This is an optimization exercise on Yosys and OpenROAD, whose aim is small area, not a production implementation. Function was checked by simulation only, so behaviour that the tests miss may differ from the original. The clock port is modelled as an ideal driver, which makes a skipped or thinned clock tree look cheaper than it is; a real chip needs a root buffer or a tree. Power figures rest on the tool's default switching activity, not on a simulated workload.

## onyx
==> flow/design.v (excerpt) <==
module top_bcd(
    input clk, rst, button,
    output [6:0] seg,
    output [3:0] an
);
==> flow/config.mk <==
export PLATFORM = sky130hd
export DESIGN_NAME = top_bcd
export DESIGN_NICKNAME = top_bcd
export VERILOG_FILES = /design/flow/design.v
export SDC_FILE = /design/flow/constraint.sdc
export NUM_CORES = 4
export LEC_CHECK = 0
export CAP_MARGIN = 20
export CORE_MARGIN = 2
export CORE_UTILIZATION = 40
export SLEW_MARGIN = 20
==> flow/constraint.sdc <==
create_clock -name core_clock -period 100.0 [get_ports {clk}]
set_input_delay 20.0000 -clock core_clock [delete_from_list [all_inputs] [get_ports {clk}]]
set_output_delay 20.0000 -clock core_clock [all_outputs]
set_load 0.01 [all_outputs]
standard.sh (not shown) runs the stock make flow with config.mk's settings and CLKGATE_MAP_FILE= SYNTH_SCRIPT=/design/flow/synth_recipe.tcl, a recipe that flattens the netlist after the stock synthesis.
==> flow/flow/run.sh <==
#!/bin/bash
# Own layout flow: the standard ORFS flow (standard.sh) with these changes
#  - ABC maps the logic with each of a few area-oriented scripts
#    (flow/abc_scripts.txt) and the smallest result is kept (flow/abc_pick.tcl); the
#    rest of the synthesis, and so every register, is the standard flow's own
#  - input and output ports are buffered with buf_1
#  - the clock tree is a few clock buffers fed straight from the clock port,
#    each driving a cluster of registers (flow/kbuf.tcl, flow/pre_cts.tcl)
# settings come from flow/settings.sh. Each tool's output goes to standard.log
# in this folder; ORFS's own per-step logs are under orfs/logs.
set -uo pipefail
W=$PWD
F=$W/flow
export MY_FLOW_DIR=$F
MY_CLKBUF=sky130_fd_sc_hd__clkbuf_8
MY_NCLKBUF=3
EXTRA=()
[ -f $F/settings.sh ] && source $F/settings.sh
export MY_CLKBUF MY_NCLKBUF
{
  echo "source $F/abc_pick.tcl"
  cat $W/synth_recipe.tcl
} > $W/my_synth.tcl
bash $W/standard.sh SYNTH_SCRIPT=$W/my_synth.tcl \
  "BUFFER_PORTS_ARGS=-buffer_cell sky130_fd_sc_hd__buf_1" \
  PRE_CTS_TCL=$F/pre_cts.tcl "${EXTRA[@]}" finish > $W/standard.log 2>&1
==> flow/flow/abc_pick.tcl <==
# Replaces yosys's abc command in the standard flow's synthesis script: the logic is
# mapped with each ABC script listed in $::env(MY_FLOW_DIR)/abc_scripts.txt
# (one per line) and the smallest result by liberty cell area is kept. Only
# the combinational logic changes: registers are mapped before abc runs.
proc abc {args} {
  set i [lsearch -exact $args -script]
  set libargs {}
  foreach {k v} $args { if {$k eq "-liberty"} { lappend libargs -liberty $v } }
  set fh [open $::env(MY_FLOW_DIR)/abc_scripts.txt]
  set lines [split [string trim [read $fh]] "\n"]
  close $fh
  set scripts {}
  set n 0
  foreach l $lines {
    incr n
    set f [file join $::env(OBJECTS_DIR) "abc_script_$n.abc"]
    set o [open $f w]; puts $o $l; close $o
    lappend scripts $f
  }
  yosys design -save pre_abc
  set best ""
  set best_area 1e30
  foreach s $scripts {
    yosys design -load pre_abc
    set a $args
    lset a [expr {$i + 1}] $s
    if {[catch {yosys abc {*}$a} err]} { puts "abc_pick: $s failed: $err"; continue }
    set txt [yosys tee -q -s result.string stat {*}$libargs]
    set area 1e30
    foreach {m v} [regexp -all -inline {Chip area for [^:]*: ([0-9.]+)} $txt] { set area $v }
    puts "abc_pick: $s area $area"
    if {$area < $best_area} { set best_area $area; set best $s }
  }
  yosys design -load pre_abc
  set a $args
  lset a [expr {$i + 1}] $best
  puts "abc_pick: using $best ($best_area)"
  yosys abc {*}$a
}
==> flow/flow/kbuf.tcl <==
proc kbuf_clock_tree {cell k} {
  set block [ord::get_db_block]
  set clk_net [$block findNet clk]
  set master [[ord::get_db] findMaster $cell]
  set pts {}
  foreach it [$clk_net getITerms] {
    set bb [[$it getInst] getBBox]
    lappend pts [list $it [expr {([$bb xMin] + [$bb xMax]) / 2}] [expr {([$bb yMin] + [$bb yMax]) / 2}]]
  }
  set pts [lsort -integer -index 1 $pts]
  set n [llength $pts]
  # initial centres: spread along x
  set cs {}
  for {set j 0} {$j < $k} {incr j} {
    set p [lindex $pts [expr {int(($j + 0.5) * $n / $k)}]]
    lappend cs [list [lindex $p 1] [lindex $p 2]]
  }
  for {set iter 0} {$iter < 20} {incr iter} {
    set groups {}
    for {set j 0} {$j < $k} {incr j} { lappend groups {} }
    foreach p $pts {
      set best 0; set bd 1e30
      for {set j 0} {$j < $k} {incr j} {
        set c [lindex $cs $j]
        set d [expr {abs([lindex $p 1] - [lindex $c 0]) + abs([lindex $p 2] - [lindex $c 1])}]
        if {$d < $bd} { set bd $d; set best $j }
      }
      lset groups $best [concat [lindex $groups $best] [list $p]]
    }
    set cs {}
    foreach g $groups {
      set sx 0; set sy 0
      foreach p $g { set sx [expr {$sx + [lindex $p 1]}]; set sy [expr {$sy + [lindex $p 2]}] }
      set m [llength $g]
      if {$m == 0} { set m 1 }
      lappend cs [list [expr {$sx / $m}] [expr {$sy / $m}]]
    }
  }
  for {set j 0} {$j < $k} {incr j} {
    set g [lindex $groups $j]
    if {[llength $g] == 0} { continue }
    set inst [odb::dbInst_create $block $master clkbuf_leaf_$j]
    set net [odb::dbNet_create $block clknet_leaf_$j]
    $net setSigType CLOCK
    foreach p $g {
      set it [lindex $p 0]
      $it disconnect
      $it connect $net
    }
    [$inst findITerm A] connect $clk_net
    [$inst findITerm X] connect $net
    set c [lindex $cs $j]
    $inst setLocation [lindex $c 0] [lindex $c 1]
    $inst setPlacementStatus PLACED
    puts "kbuf_clock_tree: $cell $j drives [llength $g] clock pins"
  }
}
==> flow/flow/pre_cts.tcl <==
# Replaces TritonCTS for this small design: see kbuf.tcl.
source $::env(MY_FLOW_DIR)/kbuf.tcl
rename clock_tree_synthesis _tritoncts_unused
proc clock_tree_synthesis {args} {
  kbuf_clock_tree $::env(MY_CLKBUF) $::env(MY_NCLKBUF)
  set_propagated_clock [all_clocks]
}
==> flow/flow/settings.sh <==
MY_CLKBUF=sky130_fd_sc_hd__clkbuf_8
MY_NCLKBUF=2
EXTRA=(ADDER_MAP_FILE=)
Other scripts of this flow, unchanged in this note and not shown: flow/flow/abc_scripts.txt
onyx: no failed stages, no open violations at the end
What yarrow does differently from onyx at the input level:
-- flow/flow/run.sh --
<<< onyx, line 15
MY_CLKBUF=sky130_fd_sc_hd__clkbuf_8
MY_NCLKBUF=3
EXTRA=()
[ -f $F/settings.sh ] && source $F/settings.sh
export MY_CLKBUF MY_NCLKBUF
{
>>> yarrow, line 15
MY_CLKBUF=sky130_fd_sc_hd__clkbuf_8
MY_NCLKBUF=2
MY_CLK_SLEW=0.080
EXTRA=()
[ -f $F/settings.sh ] && source $F/settings.sh
export MY_CLKBUF MY_NCLKBUF MY_CLK_SLEW
{
-- flow/flow/abc_pick.tcl --
<<< onyx, line 38
  yosys abc {*}$a
}
>>> yarrow, line 38
  yosys abc {*}$a
  # inv_2 has the area of inv_1 and clkinv_1 and drives more: use it for
  # every inverter, so the one on the reset, which drives every register,
  # needs no buffer from repair_design
  yosys chtype -map sky130_fd_sc_hd__inv_1 sky130_fd_sc_hd__inv_2 t:sky130_fd_sc_hd__inv_1
  yosys chtype -map sky130_fd_sc_hd__clkinv_1 sky130_fd_sc_hd__inv_2 t:sky130_fd_sc_hd__clkinv_1
}
-- flow/flow/kbuf.tcl --
<<< onyx, line 38
  }
  for {set j 0} {$j < $k} {incr j} {
>>> yarrow, line 38
  }
  set made {}
  for {set j 0} {$j < $k} {incr j} {
<<< onyx, line 54
    $inst setPlacementStatus PLACED
    puts "kbuf_clock_tree: $cell $j drives [llength $g] clock pins"
  }
}
>>> yarrow, line 55
    $inst setPlacementStatus PLACED
    lappend made [list $inst $net]
    puts "kbuf_clock_tree: $cell $j drives [llength $g] clock pins"
  }
  return $made
}

# Undo kbuf_clock_tree: reconnect the clock pins to the clock port's net and
# delete the buffers and their nets.
proc kbuf_undo {made} {
  set block [ord::get_db_block]
  set clk_net [$block findNet clk]
  foreach m $made {
    lassign $m inst net
    foreach it [$net getITerms] {
      if {[$it getInst] ne $inst} { $it disconnect; $it connect $clk_net }
    }
    odb::dbInst_destroy $inst
    odb::dbNet_destroy $net
  }
}

# Largest slew (ns) at a register clock pin, with placement parasitics.
proc kbuf_max_clk_slew {} {
  estimate_parasitics -placement
  set mx 0
  foreach p [get_pins -of_objects [get_nets clknet_leaf_*]] {
    if {[get_property $p direction] ne "input"} { continue }
    set s [get_property $p slew_max]
    if {$s > $mx} { set mx $s }
  }
  return $mx
}
==> flow/flow/pre_cts.tcl <==
# Replaces TritonCTS for this small design (see kbuf.tcl): the fewest
# buffers of $::env(MY_CLKBUF), from $::env(MY_NCLKBUF) up to 4, whose
# largest clock-pin slew with placement parasitics is at most
# $::env(MY_CLK_SLEW) ns.
source $::env(MY_FLOW_DIR)/kbuf.tcl
rename clock_tree_synthesis _tritoncts_unused
proc clock_tree_synthesis {args} {
  set_propagated_clock [all_clocks]
  for {set k $::env(MY_NCLKBUF)} {$k <= 4} {incr k} {
    set made [kbuf_clock_tree $::env(MY_CLKBUF) $k]
    set s [kbuf_max_clk_slew]
    puts "kbuf: $k buffers, largest clock-pin slew $s ns"
    if {$s <= $::env(MY_CLK_SLEW) || $k == 4} { break }
    kbuf_undo $made
  }
}
==> flow/flow/settings.sh <==
MY_CLKBUF=sky130_fd_sc_hd__clkbuf_8
MY_NCLKBUF=2
EXTRA=(ADDER_MAP_FILE=)
MY_CLK_SLEW=1.0
[summary]
Compared to onyx, the router laid down more metal wire for yarrow.
Taking onyx as the reference, in yarrow weighted congestion at the end of routability-driven global placement now smaller, worst setup slack comparable.
Delta (yarrow minus onyx): utilization of the core after routing dropped 0.82 points, final count of pins violating max slew ~0 delta, max-slew headroom at the worst pin saw a decrease.
Going from onyx to yarrow, cell count shrank by 0.51%, clock power did not really move.
Relative to yarrow, the following input files were edited for willow:
-- flow/flow/run.sh --
<<< yarrow, line 16
MY_NCLKBUF=2
MY_CLK_SLEW=0.080
EXTRA=()
>>> willow, line 16
MY_NCLKBUF=2
MY_CLK_SLEW=0.110
EXTRA=()
-- flow/flow/kbuf.tcl --
<<< yarrow, line 1
proc kbuf_clock_tree {cell k} {
>>> willow, line 1
proc kbuf_split {pts k} {
  if {$k <= 1} { return [list $pts] }
  set xs [lmap p $pts {lindex $p 1}]
  set ys [lmap p $pts {lindex $p 2}]
  set dx [expr {[tcl::mathfunc::max {*}$xs] - [tcl::mathfunc::min {*}$xs]}]
  set dy [expr {[tcl::mathfunc::max {*}$ys] - [tcl::mathfunc::min {*}$ys]}]
  set idx [expr {$dx >= $dy ? 1 : 2}]
  set pts [lsort -integer -index $idx $pts]
  set k1 [expr {$k / 2}]
  set cut [expr {int(round(double([llength $pts]) * $k1 / $k))}]
  return [concat [kbuf_split [lrange $pts 0 [expr {$cut - 1}]] $k1] \
                 [kbuf_split [lrange $pts $cut end] [expr {$k - $k1}]]]
}

proc kbuf_clock_tree {cell k} {
<<< yarrow, line 9
  }
  set pts [lsort -integer -index 1 $pts]
  set n [llength $pts]
  # initial centres: spread along x
  set cs {}
  for {set j 0} {$j < $k} {incr j} {
    set p [lindex $pts [expr {int(($j + 0.5) * $n / $k)}]]
    lappend cs [list [lindex $p 1] [lindex $p 2]]
  }
  for {set iter 0} {$iter < 20} {incr iter} {
    set groups {}
    for {set j 0} {$j < $k} {incr j} { lappend groups {} }
    foreach p $pts {
      set best 0; set bd 1e30
      for {set j 0} {$j < $k} {incr j} {
        set c [lindex $cs $j]
        set d [expr {abs([lindex $p 1] - [lindex $c 0]) + abs([lindex $p 2] - [lindex $c 1])}]
        if {$d < $bd} { set bd $d; set best $j }
      }
      lset groups $best [concat [lindex $groups $best] [list $p]]
    }
    set cs {}
    foreach g $groups {
      set sx 0; set sy 0
      foreach p $g { set sx [expr {$sx + [lindex $p 1]}]; set sy [expr {$sy + [lindex $p 2]}] }
      set m [llength $g]
      if {$m == 0} { set m 1 }
      lappend cs [list [expr {$sx / $m}] [expr {$sy / $m}]]
    }
  }
>>> willow, line 23
  }
  set groups [kbuf_split $pts $k]
  set cs {}
  foreach g $groups {
    set sx 0; set sy 0
    foreach p $g { set sx [expr {$sx + [lindex $p 1]}]; set sy [expr {$sy + [lindex $p 2]}] }
    set m [llength $g]
    if {$m == 0} { set m 1 }
    lappend cs [list [expr {$sx / $m}] [expr {$sy / $m}]]
  }
==> flow/flow/settings.sh <==
MY_CLKBUF=sky130_fd_sc_hd__clkbuf_8
MY_NCLKBUF=2
EXTRA=(ADDER_MAP_FILE=)
- Internal power summed over all cells across yarrow and willow: no real change.
- Taking yarrow as the reference, in willow combinational power shows no meaningful change; total power rose about 0.32%; maximum resistive drop on vdd went down 39%.
- Compared to yarrow, willow shows a wider setup margin.
- Switching component of the power of willow exceeds that of yarrow slightly.
- Compared yarrow against willow; post-route fraction of the period consumed by the critical path within noise.
- Between yarrow and willow, the difference in maximum frequency is negligible.
No run of this note takes its clock network from TritonCTS; it comes from the design's own scripts or RTL.

separate check: timing with driven ports:
Ports are ideal in the flow. The routed layouts listed here were re-timed in OpenROAD. Step 1, drivers: a clkbuf_16 drives clk and a buf_2 each remaining input, both assumed. Step 2, shift: input delay + t, output delay - t, t = (earliest + latest rising clock arrival at the registers) / 2. This alone moves slack from input paths to output paths. a / b / c = ideal / step 1 / step 2; a / b = the first two.
| run | shift t [ns] | setup WS [ns] | latest minus earliest clock arrival (ns) | worst register clock-pin slew, ns | worst slew at a driven data input, ns |
|---|---|---|---|---|---|
| onyx | 0.183 | 77.532 / 77.502 / 77.685 | 0.006 / 0.006 | 0.10 / 0.10 | 0.03 |
| yarrow | 0.188 | 77.535 / 77.500 / 77.688 | 0.038 / 0.037 | 0.12 / 0.12 | 0.03 |
| willow | 0.184 | 77.569 / 77.539 / 77.724 | 0.005 / 0.005 | 0.10 / 0.10 | 0.03 |
After both steps setup and hold are still met in every run listed.
